This is an optimization exercise on Yosys and OpenROAD, whose aim is small area and a short achievable clock period, not a production implementation. RTL that was checked went through simulation tests only; none was proved equivalent to the original.

Setup of the baseline:
Design Main, start of the top module:
module Main(input clk, input reset,
    output [31:0] io_pc,
    input  [31:0] io_inst,
    output [1023:0] io_debug_regs,
    output [31:0] io_debug_if_inst,
    output [31:0] io_debug_id_inst,
    output [31:0] io_debug_exe_inst,
    output [31:0] io_debug_mem_inst,
    output [31:0] io_debug_wb_inst
);
export LEC_CHECK = 0
export CAP_MARGIN = 20
export CORE_MARGIN = 2
export CORE_UTILIZATION = 40
export CTS_CLUSTER_DIAMETER = 80
export CTS_CLUSTER_SIZE = 24
export SETUP_SLACK_MARGIN = 5.0
export SLEW_MARGIN = 20
export TNS_END_PERCENT = 10
create_clock -name core_clock -period 9.0 [get_ports {clk}]
standard.sh (not shown) runs the stock make flow with config.mk's settings and CLKGATE_MAP_FILE= SYNTH_SCRIPT=/design/flow/synth_recipe.tcl, a recipe that flattens the netlist after the stock synthesis.
==> flow/flow/run.sh <==
#!/bin/bash
# The standard layout (the standard.sh, unchanged synthesis), with the
# smallest buffer, sky130_fd_sc_hd__buf_1, on the input and output ports.
# Up to clock tree synthesis the timing repair aims at config.mk's 5 ns of
# setup slack; the repair after global routing aims at 5.4 ns, to leave room
# for what detailed routing loses.  Each run's output goes to its own log.
export BUFFER_PORTS_ARGS="-buffer_cell sky130_fd_sc_hd__buf_1"
bash standard.sh cts > standard_cts.log 2>&1
bash standard.sh SETUP_SLACK_MARGIN=5.4 finish > standard_finish.log 2>&1
> inputs changed (the baseline -> the candidate)
diff --git a/flow/design.v b/flow/design.v
--- a/flow/design.v
+++ b/flow/design.v
@@ -7,13 +7,13 @@
     output [31:0] io_debug_exe_inst,
     output [31:0] io_debug_mem_inst,
     output [31:0] io_debug_wb_inst
 );
   reg  [31:0] pc_r, inst_r;
   reg         brt_r;
-  reg         nbrt_o;             
+  reg  [31:0] ifo_r;              
   reg  [31:0] a_r, b_r;           
   reg  [4:0]  d_dst;
   reg         d_rf_wen, d_lw, d_sw, d_beq, d_bne, d_jmp, d_jr, d_link;
   reg         d_op2, d_immhi;
   reg         d_sub, d_and, d_or, d_xor, d_nor, d_slt, d_sltu, d_lui;
   reg         d_sh, d_shv, d_shl, d_sha;
@@ -191,13 +191,13 @@
   wire [31:0] st_data = (w_mem_ren && m_inst[20:16] == w_dst) ? w_out : m_out;
   wire [31:0] dm_rd = (m_mem_wen && m_addr == e_addr) ? st_data : rd32(dmv, e_addr);
   wire [31:0] e_out = e_mem_ren ? dm_rd : e_res;
   always @(posedge clk) begin
     e_res <= e_res_d;
     if (reset) begin
-      pc_r <= 32'h0; inst_r <= 32'h0; brt_r <= 1'b0; nbrt_o <= 1'b1;
+      pc_r <= 32'h0; inst_r <= 32'h0; brt_r <= 1'b0; ifo_r <= 32'h0;
       d_dst <= 5'd0; d_rf_wen <= 1'b0; d_lw <= 1'b0; d_sw <= 1'b0;
       d_beq <= 1'b0; d_bne <= 1'b0; d_jmp <= 1'b0; d_jr <= 1'b0; d_link <= 1'b0;
       d_op2 <= 1'b0; d_immhi <= 1'b0;
       d_sub <= 1'b0; d_and <= 1'b0; d_or <= 1'b0; d_xor <= 1'b0; d_nor <= 1'b0;
       d_slt <= 1'b0; d_sltu <= 1'b0; d_lui <= 1'b0;
       d_sh <= 1'b0; d_shv <= 1'b0; d_shl <= 1'b0; d_sha <= 1'b0;
@@ -233,13 +233,13 @@
         d_sh <= n_sll | n_srl | n_sra | n_sllv | n_srlv | n_srav;
         d_shv <= n_sllv | n_srlv | n_srav;
         d_shl <= n_sll | n_sllv;
         d_sha <= n_sra | n_srav;
       end
       brt_r <= brt;
-      nbrt_o <= ~brt;
+      ifo_r <= brt ? 32'h0 : stall ? inst_r : n;
       fe_a <= fe_a_n; fm_a <= fm_a_n; fw_a <= fw_a_n; fr_a <= fr_a_n;
       fe_b <= fe_b_n; fm_b <= fm_b_n; fw_b <= fw_b_n; fr_b <= fr_b_n;
       ye <= fe_b_n & ~yi_n; ym <= fm_b_n & ~yi_n; yw <= fw_b_n & ~yi_n;
       yr <= fr_b_n & ~yi_n; yi <= yi_n;
       stall_p <= stall_n;
       r_op2 <= ns & q_op2; r_sub <= ns & q_sub; r_add <= ~ns | q_add;
@@ -273,12 +273,12 @@
                        (gi == 6) ? (reset ? 32'h10 : st_data) : dm_wd;
       always @(posedge clk) if (we) dmv[gi*32 +: 32] <= wd;
     end
   endgenerate
   assign io_pc = pc_r;
   assign io_debug_regs     = rf_all;
-  assign io_debug_if_inst  = inst_r & {32{nbrt_o}};
+  assign io_debug_if_inst  = ifo_r;
   assign io_debug_id_inst  = e_inst;
   assign io_debug_exe_inst = m_inst;
   assign io_debug_mem_inst = w_inst;
   assign io_debug_wb_inst  = x_inst;
 endmodule
--- outcome ---
The run showing the smaller total stage count of the critical path is the candidate.
Against the baseline as the reference, the candidate delivers a higher final-layout clock buffer total.
A slowest cell on the critical path of sky130_fd_sc_hd__buf_1 is what the candidate shows, while sky130_fd_sc_hd__dfxtp_2 belongs to the baseline.
Maximum net fanout on the critical path in the candidate is 5 lower than in the baseline
Between the candidate and the baseline, it is the candidate whose buffer count excluding the clock tree in the final layout is higher, by 1.5%.
The candidate ended with less multi-input logic portion of the cell area than the baseline.
Any difference in core occupancy in the finished layout between the candidate and the baseline is small enough to ignore.
In the candidate, the via count came out about 0.8% below the value in the baseline.
Between the baseline and the candidate, detailed-route wire length per cell decreased.
Only the layout flow was run in the baseline; the RTL was not checked for function there.

[re-timing with driven ports]
How much do the figures lean on ideal ports? The routed layouts below were timed once more, with nothing changed but the port constraints.
Step 1 assumes that a clkbuf_16 drives the clock port and a buf_2 every other input.
Step 2 adds t to the input delays and takes it off the output delays; t is the mean of the earliest and latest rising clock arrival at the registers after step 1. Input paths then give back, and output paths get back, about the clock's delay inside the block.
a / b / c = ideal / step 1 / step 2; a / b = the first two.
run	t (ns)	setup WS [ns]	worst setup path at the end	latest minus earliest clock arrival (ns)	slew at the worst register clock pin (ns)
the baseline	0.999	4.840 / 4.724 / 3.961	input to register	0.121 / 0.120	0.10 / 0.10
the candidate	0.999	4.877 / 4.752 / 4.299	input to register	0.127 / 0.127	0.10 / 0.10
After both steps every run listed still meets setup and hold. The setup slack of the baseline, which loses most, moves by -0.116 ns with the drivers and by -0.879 ns with both steps.
